Context: an optimization exercise on an open-source flow, tuned for small area. The choices shown serve that exercise and are no tape-out recipe. The RTL was checked by simulation tests, not by an equivalence proof against the original design. Power and IR drop assume default switching activity.

==> flow/design.v (outline; a module is shown in full before it is edited, if it fits) <==
// module goStickMan: 919 lines
module goStickMan(clk, resetn, go, up, down, plot, x, y, colour, HEX2, HEX1, HEX0);
  // ...
==> flow/flow/run.sh <==
#!/bin/bash
# Own layout flow: the standard ORFS flow (standard.sh) with synthesis and buffering choices:
#  - flow/own.mk is added to the ORFS config: it keeps the half/full adder cells out
#    (DONT_USE_CELLS), so Yosys's adder extraction leaves that logic to ABC, and buffers the
#    ports with the smallest buffer cell;
#  - ABC maps with flow/abc_area.script from several random seeds, run in parallel, and the
#    smallest result is kept (flow/own_synth.tcl).
# Registers, floorplan, power grid, placement, CTS and routing are the standard flow's.
set -euo pipefail
here=$(pwd)
cat config.mk flow/own.mk > own_config.mk
sed "s#source \$::env(SCRIPTS_DIR)/synth.tcl#source $here/flow/own_synth.tcl#" synth_recipe.tcl > own_synth_top.tcl
sed -e "s#DESIGN_CONFIG=[^ ]*#DESIGN_CONFIG=$here/own_config.mk#" \
    -e "s#SYNTH_SCRIPT=[^ ]*#SYNTH_SCRIPT=$here/own_synth_top.tcl#" standard.sh > own_standard.sh
export OWN_ABC_SCRIPT=$here/flow/abc_area.script
export OWN_ABC_DIR=$here/abc_runs
export OWN_ABC_SEEDS="1 2 3 4 5 6 7 8 9 10 11 12 13 14 15 16"
bash own_standard.sh > flow_make.log 2>&1
==> flow/flow/abc_area.script <==
strash
&get -n
&fraig -x
&put
scorr
dc2
strash
&get -n
&deepsyn -T 60 -S @SEED@
&put
strash
&get -n
&dch -f
&nf -a -R 1000 -C 32 -F 8 -A 8 -p
&put
strash
&get -n
&dch -f
&nf -a -R 1000 -C 32 -F 8 -A 8 -p
&put
topo
stime -c
==> flow/flow/own.mk <==
export DONT_USE_CELLS += sky130_fd_sc_hd__ha_1 sky130_fd_sc_hd__fa_1
export BUFFER_PORTS_ARGS = -buffer_cell sky130_fd_sc_hd__buf_1
==> flow/flow/own_synth.tcl <==
# ORFS's synth.tcl, read and run unchanged except its ABC call: own_abc runs ABC
# on the same input from several random seeds at once (flow/abc_area.script with
# @SEED@ replaced), and keeps the smallest mapped result.
proc own_abc {abc_args} {
  set dir $::env(OWN_ABC_DIR)
  file mkdir $dir
  set rest [lrange $abc_args 2 end]
  # ABC's read_lib / read_constr lines, as Yosys's abc pass writes them
  set readlib "read_lib"
  set lib ""
  set constr ""
  for {set i 0} {$i < [llength $rest]} {incr i} {
    set a [lindex $rest $i]
    if {$a eq "-dont_use"} { incr i; append readlib " -X \"[lindex $rest $i]\"" }
    if {$a eq "-liberty"} { incr i; set lib [lindex $rest $i] }
    if {$a eq "-constr"} { incr i; set constr [lindex $rest $i] }
  }
  append readlib " -w \"$lib\""
  # 1. write ABC's input network
  design -save own_pre
  set f [open $dir/capture.script w]
  puts $f "write_blif $dir/in.blif"
  puts $f "strash"
  puts $f "map"
  close $f
  abc -script $dir/capture.script {*}$rest
  design -load own_pre
  # 2. the seeds, in parallel
  set tf [open $::env(OWN_ABC_SCRIPT)]
  set template [read $tf]
  close $tf
  if {[info exists ::env(YOSYS_EXE)]} {
    set abcbin [file join [file dirname [file normalize $::env(YOSYS_EXE)]] yosys-abc]
  } else {
    set abcbin [auto_execok yosys-abc]
  }
  set sh [open $dir/run_all.sh w]
  foreach s $::env(OWN_ABC_SEEDS) {
    set f [open $dir/seed_$s.script w]
    puts $f [string map [list @SEED@ $s] $template]
    close $f
    set f [open $dir/run_$s.abc w]
    puts $f "read_blif $dir/in.blif"
    puts $f $readlib
    if {$constr ne ""} { puts $f "read_constr -v \"$constr\"" }
    puts $f "source $dir/seed_$s.script"
    puts $f "write_blif $dir/out_$s.blif"
    puts $f "print_stats"
    close $f
    puts $sh "$abcbin -f $dir/run_$s.abc > $dir/log_$s.txt 2>&1"
  }
  close $sh
  set jobs 8
  if {[info exists ::env(NUM_CORES)]} { set jobs $::env(NUM_CORES) }
  set sh [open $dir/run_par.sh w]
  puts $sh "xargs -P $jobs -I CMD bash -c CMD < $dir/run_all.sh"
  close $sh
  exec bash $dir/run_par.sh
  # 3. the smallest
  set best ""
  set best_area 1e30
  foreach s $::env(OWN_ABC_SEEDS) {
    if {![file exists $dir/out_$s.blif]} continue
    set f [open $dir/log_$s.txt]
    set txt [read $f]
    close $f
    if {[regexp {area =\s*([0-9.]+)} [lindex [regexp -all -inline {area =\s*[0-9.]+} $txt] end] -> area]} {
      puts "own_abc: seed $s area $area"
      if {$area < $best_area} { set best_area $area; set best $s }
    }
  }
  if {$best eq ""} { error "own_abc: no ABC run finished" }
  puts "own_abc: keeping seed $best (area $best_area)"
  # 4. take it in through Yosys's abc pass
  set f [open $dir/take.script w]
  puts $f "read_blif $dir/out_$best.blif"
  close $f
  abc -script $dir/take.script {*}$rest
}
set own_f [open $::env(SCRIPTS_DIR)/synth.tcl]
set own_txt [read $own_f]
close $own_f
set own_old {log_cmd abc {*}$abc_args}
if { [string first $own_old $own_txt] < 0 } { error "own_synth.tcl: ABC call not found in synth.tcl" }
set own_txt [string map [list $own_old {own_abc $abc_args}] $own_txt]
eval $own_txt
==> flow/standard.sh <==
#!/bin/bash
# synth_recipe.tcl (not shown) runs the flow's synth.tcl, then flattens the netlist and writes it again
# the make line also repeats each setting of config.mk as NAME=value (left out here)
make -C /OpenROAD-flow-scripts/flow DESIGN_CONFIG=/design/flow/config.mk WORK_HOME=/design/flow/orfs CLKGATE_MAP_FILE= SYNTH_SCRIPT=/design/flow/synth_recipe.tcl "${@:-finish}"
==> flow/config.mk <==
export PLATFORM = sky130hd
export DESIGN_NAME = goStickMan
export DESIGN_NICKNAME = goStickMan
export VERILOG_FILES = /design/flow/design.v
export SDC_FILE = /design/flow/constraint.sdc
export NUM_CORES = 8
export LEC_CHECK = 0
export ABC_AREA = 1
export CAP_MARGIN = 20
export CORE_MARGIN = 2
export CORE_UTILIZATION = 30
export CTS_BUF_LIST = sky130_fd_sc_hd__clkbuf_8
export SLEW_MARGIN = 20
==> flow/constraint.sdc <==
create_clock -name core_clock -period 20.0 [get_ports {clk}]
set_input_delay 4.0000 -clock core_clock [delete_from_list [all_inputs] [get_ports {clk}]]
set_output_delay 4.0000 -clock core_clock [all_outputs]
set_load 0.01 [all_outputs]
==> results by group, run 1 <==
Layout
  • Nets: approximately 1100
  • Fraction of area in registers: between 10% and 20%
  • Max reg flops: 12
  • Fraction of area in multi-input gates: between 70 and 80%
  • Buffer share of cell area: under 10%
  • Layout area overhead: 8.97%
  • Final Util: roughly 33%
  • Bufs w/o clock: between 60 and 70
  • Layout Cells excl Fill: 1346
  • Ratio of cells with drive above 1 in the final layout: between 2 and 3%

Place
  • Routability cong.: between 1 and 1.5

Synthesis
  • Synth cell count leaders: nand2_1, nor2_1, a21oi_1, o21ai_0, dfxtp_1
  • Primary FF master, synth: dfxtp_1
  • Synth warn: 1
  • Area contributors post-synth: dfxtp_1, a21oi_1, nand2_1
  • FF+latch count, synth: 52
  • Xor/xnor share of the synthesized area: 4.60%
  • Ys async rst share: 0%

Setup path
  • Worst R2R Start: xr[0]
  • CP required: between 20 and 25 ns
  • Critical Path Fanout Max: roughly 50

Run
  • Max Cap Viol: 0

Route
  • First-pass DRT Iterations: 6

Pwr
  • Leakage: 2.43 nW
  • Clock Power: a little under 70 uW
  • Switching power: a little under 900 uW
  • Final Power: ~1.4 mW

Clock network
  • Clk buf depth: 2
  • Post-cts resize count: 0
  • CTS tree: done
  • Number of CTS-inserted buffers: 5
  • Clock slew at reported path FFs: 0.11 ns

Global route
  • Initial antenna violation count: 1
  • Met1 Use GR: between 30% and 40%

STA
  • Worst Tran Pin Value: 1.14 ns

Run status
  • Status: complete, no violations
==> run 2, diff against run 1 <==
--- a/flow/design.v
+++ b/flow/design.v
@@ -474,17 +474,17 @@
   wire rh_n423 = xr[3] | rh_n42;
   wire rh_n424 = pose[0] ? rh_n423 : rh_n422;
   wire rh_n425 = xr[3] & rh_n4;
   wire rh_n426 = pose[2] ? rh_n425 : rh_n424;
   wire rh_n427 = xr[3];
   wire rh_n428 = pose[0] & rh_n427;
   wire rh_n429 = ~pose[2] & rh_n428;
   wire rh_n430 = ~pose[2];
-  wire [39:0] rh = {1'b0, rh_n430, rh_n429, rh_n426, rh_n421, rh_n414, rh_n408, rh_n399, rh_n393, rh_n386, rh_n381, rh_n378, rh_n374, rh_n365, rh_n354, rh_n348, rh_n344, rh_n336, rh_n327, rh_n310, rh_n294, rh_n286, rh_n276, rh_n252, rh_n231, rh_n226, rh_n226, rh_n220, rh_n209, rh_n195, rh_n180, rh_n174, rh_n155, 1'b0, rh_n136, rh_n126, rh_n99, rh_n71, rh_n45, rh_n17};
+  wire [38:0] rh = {1'b0, rh_n430, rh_n429, rh_n426, rh_n421, rh_n414, rh_n408, rh_n399, rh_n393, rh_n386, rh_n381, rh_n378, rh_n374, rh_n365, rh_n354, rh_n348, rh_n344, rh_n336, rh_n327, rh_n310, rh_n294, rh_n286, rh_n276, rh_n252, rh_n231, rh_n226, rh_n226, rh_n220, rh_n209, rh_n195, rh_n180, rh_n174, rh_n155, rh_n136, rh_n126, rh_n99, rh_n71, rh_n45, rh_n17};
   wire rs_n0 = ~xr[4];
   wire rs_n1 = ~xr[2] & rs_n0;
   wire rs_n2 = xr[1] & rs_n1;
   wire rs_n3 = xr[3] & rs_n2;
   wire rs_n4 = xr[0];
   wire rs_n5 = ~xr[2] & rs_n4;
   wire rs_n6 = ~xr[1] & rs_n5;
   wire rs_n7 = xr[3] & rs_n6;
@@ -500,17 +500,17 @@
   wire rs_n17 = xr[3] ? rs_n16 : rs_n15;
   wire rs_n18 = xr[3] | rs_n15;
   wire rs_n19 = xr[0] & rs_n0;
   wire rs_n20 = xr[2] & rs_n19;
   wire rs_n21 = xr[4];
   wire rs_n22 = xr[2] | rs_n21;
   wire rs_n23 = xr[1] ? rs_n22 : rs_n20;
   wire rs_n24 = xr[3] ? rs_n23 : rs_n15;
-  wire [27:0] rs = {1'b0, 1'b0, 1'b0, 1'b0, 1'b0, 1'b0, 1'b0, 1'b0, 1'b0, 1'b0, 1'b0, 1'b0, 1'b0, 1'b0, rs_n24, rs_n18, rs_n17, 1'b1, 1'b0, rs_n13, rs_n12, 1'b0, 1'b0, 1'b0, rs_n11, rs_n7, rs_n7, rs_n3};
+  wire [26:0] rs = {1'b0, 1'b0, 1'b0, 1'b0, 1'b0, 1'b0, 1'b0, 1'b0, 1'b0, 1'b0, 1'b0, 1'b0, 1'b0, 1'b0, rs_n24, rs_n18, rs_n17, 1'b1, 1'b0, rs_n13, rs_n12, 1'b0, 1'b0, rs_n11, rs_n7, rs_n7, rs_n3};
   wire rd_n0 = ~col[2];
   wire rd_n1 = pass[0];
   wire rd_n2 = dcur[0] & rd_n1;
   wire rd_n3 = ~dcur[3] & rd_n2;
   wire rd_n4 = ~dcur[1] & rd_n3;
   wire rd_n5 = ~dcur[2] & rd_n4;
   wire rd_n6 = col[1] ? rd_n5 : rd_n0;
   wire rd_n7 = dcur[0];
@@ -623,17 +623,17 @@
   wire rd_n114 = dcur[2] ? rd_n30 : rd_n64;
   wire rd_n115 = col[1] ? rd_n114 : rd_n99;
   wire rd_n116 = ~dcur[2] & rd_n25;
   wire rd_n117 = col[1] ? rd_n33 : rd_n116;
   wire rd_n118 = col[0] ? rd_n117 : rd_n115;
   wire rd_n119 = ~dcur[2];
   wire rd_n120 = col[1] ? rd_n114 : rd_n119;
   wire rd_n121 = col[0] ? rd_n74 : rd_n120;
-  wire [27:0] rd = {1'b0, rd_n121, rd_n118, rd_n113, rd_n109, rd_n93, rd_n78, rd_n75, rd_n68, rd_n61, 1'b0, 1'b0, 1'b0, 1'b0, 1'b0, 1'b0, 1'b0, 1'b0, 1'b0, 1'b0, 1'b1, 1'b0, rd_n50, rd_n42, rd_n35, 1'b0, rd_n29, rd_n15};
+  wire [26:0] rd = {1'b0, rd_n121, rd_n118, rd_n113, rd_n109, rd_n93, rd_n78, rd_n75, rd_n68, rd_n61, 1'b0, 1'b0, 1'b0, 1'b0, 1'b0, 1'b0, 1'b0, 1'b0, 1'b0, 1'b0, 1'b1, rd_n50, rd_n42, rd_n35, 1'b0, rd_n29, rd_n15};
   wire st_n0 = ~sv[0];
   wire st_n1 = ~sv[1] | st_n0;
   wire st_n2 = sv[2] | st_n1;
   wire st_n3 = sv[0];
   wire st_n4 = sv[3] ? st_n3 : st_n2;
   wire st_n5 = sk[0] & st_n4;
   wire st_n6 = sk[1] ? st_n4 : st_n5;
   wire st_n7 = ~sk[2] & st_n6;
@@ -784,45 +784,47 @@
   wire h2_n11 = score[9] ? h2_n0 : h2_n8;
   wire h2_n12 = score[8] ? h2_n11 : h2_n1;
   wire h2_n13 = score[8] | h2_n1;
   wire h2_n14 = score[9] | h2_n3;
   wire h2_n15 = score[8] ? h2_n14 : h2_n9;
   wire h2_n16 = score[9] ? h2_n0 : h2_n3;
   wire h2_n17 = score[8] ? h2_n16 : h2_n4;
   wire [6:0] h2 = {h2_n17, h2_n15, h2_n13, h2_n12, h2_n10, h2_n7, h2_n5};
-  reg [39:0] t;
+  wire fe_w = !xr[0] & !xr[1] & !xr[6] & yr[0] & !yr[3];
+  wire fe_e = xr[5] & !yr[0] & !yr[2] & !yr[3] & !yr[4];
+  reg [38:0] t;
   always @(*) begin
     if (!low) t = rh;
-    else if (seg[1:0] == 2'd0) t = {12'd0, rs};
-    else t = {12'd0, rd};
+    else if (seg[1:0] == 2'd0) t = {rh[38:27], rs};
+    else t = {rh[38:27], rd};
   end
-  wire [29:0] m = t[39:10];
-  wire [2:0] dxn = t[9:7];
-  wire [5:0] ytn = t[6:1];
+  wire [29:0] m = t[38:9];
+  wire [2:0] dxn = t[8:6];
+  wire [4:0] ytn = t[5:1];
   wire last = t[0];
-  wire [29:0] thermo = ~(30'h3fffffff << yr[5:0]);
+  wire [29:0] thermo = ~(30'h3fffffff << yr[4:0]);
   wire [29:0] below = m & thermo;
   reg [29:0] above;
-  reg [5:0] rn;
+  reg [4:0] rn;
   integer k;
   always @(*) begin
     above[29] = 1'b0;
     for (k = 28; k >= 0; k = k - 1) above[k] = above[k+1] | below[k+1];
-    rn = 6'd0;
+    rn = 5'd0;
     for (k = 0; k < 30; k = k + 1) if (below[k] & !above[k]) rn = rn | k;
   end
   wire any = above[0] | below[0];
   wire end_scan = !any & last;
   wire col_end = (xr[2:0] == {b[1:0], 1'b0});
   wire row_end = (yr[3:0] == (fl[bj] ? 4'd6 : 4'd15));
   wire wrap = low && (seg[1:0] != 2'd0) && (pass != 2'd2);
   wire seg_end = (seg == S_PREF) || (seg == S_PREW) || (blkseg ? (col_end & row_end) : (end_scan & !wrap));
-  wire frame_end = (seg == S_SPR && isW && xr == 8'd48 && yr == 7'd71) ||
-                   (seg == S_SPRE && xr == 8'd62 && yr == 7'd66) ||
+  wire frame_end = (seg == S_SPR && isW && fe_w) ||
+                   (seg == S_SPRE && fe_e) ||
                    (seg == S_B0 && row_end && xr[2:0] == {b[1:0], 1'b1});
   reg [7:0] nx; reg [6:0] ny; reg [1:0] npass;
   always @(*) begin
     npass = pass;
     if (pclr && !game) begin  
       nx = 8'd48; ny = 7'd70;
     end else if (pclr) begin  
       if (col_end) begin nx = xr + 8'd4; ny = yr - 7'd1; end
@@ -833,18 +835,18 @@
       else begin nx = xr - 8'd36; ny = fl[nseg[1:0]] ? 7'd68 : 7'd93; end
     end else if (blkseg) begin
       if (col_end) begin nx = xr + 8'd4; ny = yr - 7'd1; end
       else begin nx = xr - 8'd1; ny = yr; end
     end else if (end_scan) begin  
       npass = pass + 2'd1;
       if (pass == 2'd0) begin nx = dbase + 8'd1; ny = 7'd81; end
       else begin nx = dbase + df[6:4]; ny = 7'd72 + df[3:0]; end
-    end else if (any) begin nx = xr; ny = {1'b1, rn}; end
-    else begin nx = xr - {5'd0, dxn}; ny = {1'b1, ytn}; end
+    end else if (any) begin nx = xr; ny = {2'b10, rn}; end
+    else begin nx = xr - {5'd0, dxn}; ny = {2'b10, ytn}; end
   end
   wire collide = game & (ph == PH_CLR) & (b >= 5'd4) & (b <= 5'd9) & (fl[0] ? (pose != P_S) : (pose != P_J));
   reg [2:0] npose; reg [1:0] nph; reg [3:0] nsg;
   always @(*) begin
     npose = pose; nph = ph;
     nsg = (active && seg_end) ? nseg : seg;
     case (ph)
       PH_PRE: begin nph = PH_DRAW; nsg = isW ? S_PREW : S_PREF; end
==> results by group, run 2 <==
Clock network
  • Clk buf depth: 2 (unchanged)
  • Number of CTS-inserted buffers: 5 (unchanged)
  • Clock slew at reported path FFs: 0.11 ns (about the same)
  • Clk Latency, worst-skew pair: 0.32 ns (was 0.33 ns)
  • # clock sinks: 52 (unchanged)
  • H-tree levels: 2 (unchanged)
  • Post-cts resize count: 0 (unchanged)
  • Hold Buf Count CTS: 0 (unchanged)
  • Clk Tree Root Cell: clkbuf_8 (unchanged)
  • Postcts setup bufs: 0 (unchanged)
  • CTS tree: done (unchanged)

Pwr
  • Power Density: 196 nW/um^2 (about the same)
  • Clock power share: 4.9% (was 5.0%)
  • Switching Fraction: 63.4% (was 62.6%)
  • Leakage: 2.44 nW (was 2.43 nW)
  • Switching power: 880 uW (was 865 uW)
  • Comb pwr share: 82.9% (was 82.6%)
  • Pint: 507 uW (was 516 uW)
  • Sequential Power Share: 12.2% (was 12.5%)
  • Peak supply drop: 0.0000825 V (was 0.0000498 V)

Route
  • First-pass DRT Iterations: 6 (unchanged)
  • WL per Instance: 23.6 um (was 22.6 um)
  • Antenna Violating Nets Remaining: 0 (unchanged)
  • Via count: 8756 (was 8696)
  • Initial DRC count: 1191 (was 1278)
  • Final wirelength: 32300 um (was 30400 um)
  • DRC violations left: 0 (unchanged)
  • Vias per cell: 6.40 (was 6.46)

Setup path
  • Biggest cell delay along the critical path: 0.71 ns (was 0.98 ns)
  • Reg-to-Reg End: yr[1] (was xr[1])
  • CP required: 20.23 ns (was 20.21 ns)
  • Worst EP arrival: 8.21 ns (was 9.36 ns)
  • R2R setup slack: 12.02 ns (was 10.86 ns)
  • Critical Path Fanout Max: 16 (was 49)
  • Crit path from: seg[1] (was xr[0])
  • Most Frequent Cell on Critical Path: nor2_1 (was a21oi_1)
  • WP depth: 24 (was 25)
  • Slowest CP cell: dfxtp_1 (was a21oi_1)
  • Critical Path End: yr[1] (was xr[1])
  • Crit path launch type: register (unchanged)
  • Worst path cell trace: nor2_1, buf_4, nor2_1, nor2_1, nor2_1, nand3b_1, or2_0, nand3_1, nand3_1, a32oi_1, a21o_1, nor4_1, o211ai_1, nor2b_1, nand2_1, or2_0, o21ai_0, o21ai_1, a21oi_1, nor2_1, o21ai_0, buf_4, and3b_1, a311oi_1
  • Kind of critical path: register to register (unchanged)
  • FF-to-FF path depth: 24 (was 25)
  • CP Buf/Inv Count: 2 (unchanged)
  • Worst R2R Start: seg[1] (was xr[0])
  • CP top delay family: simple AND/OR/NAND/NOR gates (unchanged)
  • CP Capture Type: register (unchanged)

STA
  • Final Hold Fails: 0 (unchanged)
  • Fin crit period: 7.98 ns (was 9.14 ns)
  • Worst Skew: 0.00971 ns (was 0.0104 ns)
  • Setup violators final: 0 (unchanged)
  • Total negative setup slack: 0 ns (unchanged)
  • Fmax: 125 MHz (was 109 MHz)
  • Setup WS post-layout: 12.02 ns (was 10.86 ns)
  • Max Slew Vio Count: 0 (unchanged)
  • Worst Tran Pin Value: 1.11 ns (was 1.14 ns)
  • Tcrit/Tclk final: 39.9% (was 45.7%)
  • RSZ-0062 raised after global routing: no (unchanged)
  • Slew margin rel.: 25.4% (was 24.2%)

Layout
  • Max reg flops: 12 (unchanged)
  • Post-route cell area: 7070 um^2 (was 7050 um^2)
  • Biggest register: score (unchanged)
  • Antenna cells: 0 (unchanged)
  • Multi-input gate area: 5110 um^2 (was 5130 um^2)
  • Most frequent cells in the layout: nor2_1, nand2_1, a21oi_1 (was nand2_1, nor2_1, a21oi_1)
  • Commonest non-fill, non-tap cell in the layout: nor2_1 (was nand2_1)
  • Biggest regs: score (12), xr (8), yr (7) (unchanged)
  • Layout area overhead: 9.77% (was 8.97%)
  • Nets: 1097 (was 1075)
  • Filler instances: 2371 (was 2367)
  • FF+latch area: 1060 um^2 (about the same)
  • Ratio of cells with drive above 1 in the final layout: 3.29% (was 2.71%)

Synthesis
  • Share of the synthesized area in the top cell type: 15.5% (about the same)
  • Ys async rst share: 0% (unchanged)
  • Synth warn: 1 (unchanged)
  • Synth area leader: dfxtp_1 (unchanged)
  • Synth cell count leaders: nor2_1, nand2_1, a21oi_1, o21ai_0, dfxtp_1 (was nand2_1, nor2_1, a21oi_1, o21ai_0, dfxtp_1)
  • Mapped Cells: 1038 (was 1022)
  • Post-synth EDFFs: 2 (unchanged)
  • FF+latch count, synth: 52 (unchanged)
  • Seq/Total Area, Yosys: 16.5% (was 16.4%)
  • Avg Synthesized Cell Area: 6.20 um^2 (was 6.33 um^2)
  • Cell with the most instances after synthesis: nor2_1 (was nand2_1)
  • Primary FF master, synth: dfxtp_1 (unchanged)
  • Post-synth cell types: 59 (was 61)
  • Area contributors post-synth: dfxtp_1, nor2_1, a21oi_1 (was dfxtp_1, a21oi_1, nand2_1)
  • Post-Syn Area: 6440 um^2 (was 6470 um^2)
  • Syn_nets: 1043 (was 1027)

Hold path
  • HP Start: lfsr[1] (was lfsr[0])
  • Min-Delay Path Depth: 1 (was 2)
  • Hold crit path type: register to register (unchanged)

Place
  • Placed Instance Area: 6970 um^2 (was 6960 um^2)
  • Post-DP HPWL: 24700 um (was 23000 um)
  • Number of port buffers: 44 (unchanged)
  • Routability cong.: 1.01 (about the same)
  • Dpl ws: 12.42 ns (was 11.29 ns)

Global route
  • Vias in the first global route: 7967 (was 7877)
  • Gr usage total: 28.2% (was 26.2%)
  • Initial antenna violation count: 0 (was 1)
  • First-pass GRT wire length: 49000 um (was 46300 um)
  • Grt total ovfl: 0 (unchanged)
  • Largest net degree at the start of global routing: 62 (was 50)

Die
  • Die ar.: 22700 um^2 (was 22800 um^2)
  • DIE WIDTH: 151 um (about the same)
  • Die Ht: 151 um (about the same)
  • FP Rows: 53 (unchanged)
  • Effective utilization at floorplan: 30.6% (was 30.7%)
  • Core area: 21000 um^2 (was 21100 um^2)
  • Ports: 45 (unchanged)

Run
  • Max Cap Viol: 0 (unchanged)

Run status
  • Status: complete, no violations (unchanged)
-- run 2: cell count changes after synthesis, sizes merged, moves of 7 or more --
cell / before / now
o21ai: 99 / 106
xnor2: 17 / 26
nand2b: 17 / 27
xor2: 17 / 10
and2: 18 / 9
nand3: 34 / 43
nor2: 135 / 168
nor2b: 16 / 25
nand2: 145 / 129
a32oi: 12 / 2
-- run 2: power by group through the flow --
stage	Sequential (mW)	Combinational, mW	Clock, mW
finish	0.170	1.15	0.0678
global route	0.172	1.23	0.0715
CTS	0.167	1.10	0.0678
detailed placement	0.169	1.10	0
global placement	0.170	1.13	0
floorplan	0.199	0.688	0
-- run 2: layout make-up --
class	count	area share (%)
multi-input combinational	939	72.3
tap	275	4.87
clock buffer	6	1.17
clock inverter	2	0.195
timing repair buffer	71	5.20
sequential	52	15.0
inverter	23	1.22
-- run 2: logic make-up after synthesis --
| kind of cell | synth area share (%) |
|---|---|
| and+or+nand+nor | 35.8 |
| muxes | 0.797 |
| AOI/OAI and AO/OA | 37.9 |
| buffers and inverters | 4.14 |
| DFF | 16.5 |
| xor gates and xnor gates | 4.90 |
-- run 2: worst min-delay path by stage --
stage,endpoint,slack [ns]
floorplan,lfsr[2],0.41
global placement,lfsr[2],0.42
detailed placement,lfsr[2],0.43
CTS,lfsr[2],0.46
global route,lfsr[2],0.47
finish,lfsr[2],0.45
-- run 2: per-layer routing --
layer | wire length, um | global-route usage (%)
met1 | 14100 | 40.5
met2 | 13600 | 42.6
met3 | 3160 | 4.09
met4 | 1480 | 10.5
met5 | 0 | 0
-- run 2: stage by stage --
step / hold slack [ns] / cells / util (%) / total power [mW]
3_5_place_dp: 0.433 / 1360 / 33.2 / 1.26
4_1_cts: 0.456 / 1368 / 33.6 / 1.34
5_1_grt: 0.475 / 1368 / 33.6 / 1.47
6_report: 0.454 / 1368 / 33.6 / 1.39
3_3_place_gp: 0.421 / 1360 / 33.2 / 1.30
2_1_floorplan: 0.414 / 1038 / - / 0.887
-- run 2: worst reg2reg max path, cell delays in order, from the launching register on --
cell and delay, ns:
dfxtp_1 0.71, nor2_1 0.08, buf_4 0.21, nor2_1 0.39, nor2_1 0.12, nor2_1 0.71, nand3b_1 0.21, or2_0 0.56
nand3_1 0.18, nand3_1 0.17, a32oi_1 0.10, a21o_1 0.21, nor4_1 0.53, o211ai_1 0.25, nor2b_1 0.36, nand2_1 0.18
or2_0 0.45, o21ai_0 0.34, o21ai_1 0.15, a21oi_1 0.66, nor2_1 0.26, o21ai_0 0.37, buf_4 0.27, and3b_1 0.18
a311oi_1 0.24

-- static timing again, ports no longer ideal --
No port has a modelled driver above. Below, the same layouts with a new extraction and two added sets of constraints. Step 1: set_driving_cell puts a clkbuf_16 on clk and a buf_2 on each other input, an assumption about the parent block. Step 2 times the ports against the registers' clock, not the clock port: input delays grow and output delays shrink by t, the midpoint of the rising clock arrivals with the driver on. Three values: ideal, step 1, step 2; two values: the first two.
| run | t, ns | slack for setup (ns) | hold WS [ns] | worst setup path after step 2 | cell pins on the clock port's net |
|---|---|---|---|---|---|
| run 1 | 0.360 | 10.855 / 10.855 / 10.855 | 0.436 / 0.436 / 0.436 | register to register | 1 |
| run 2 | 0.350 | 12.021 / 12.021 / 12.021 | 0.454 / 0.454 / 0.454 | register to register | 1 |
After both steps every run listed still meets setup and hold.
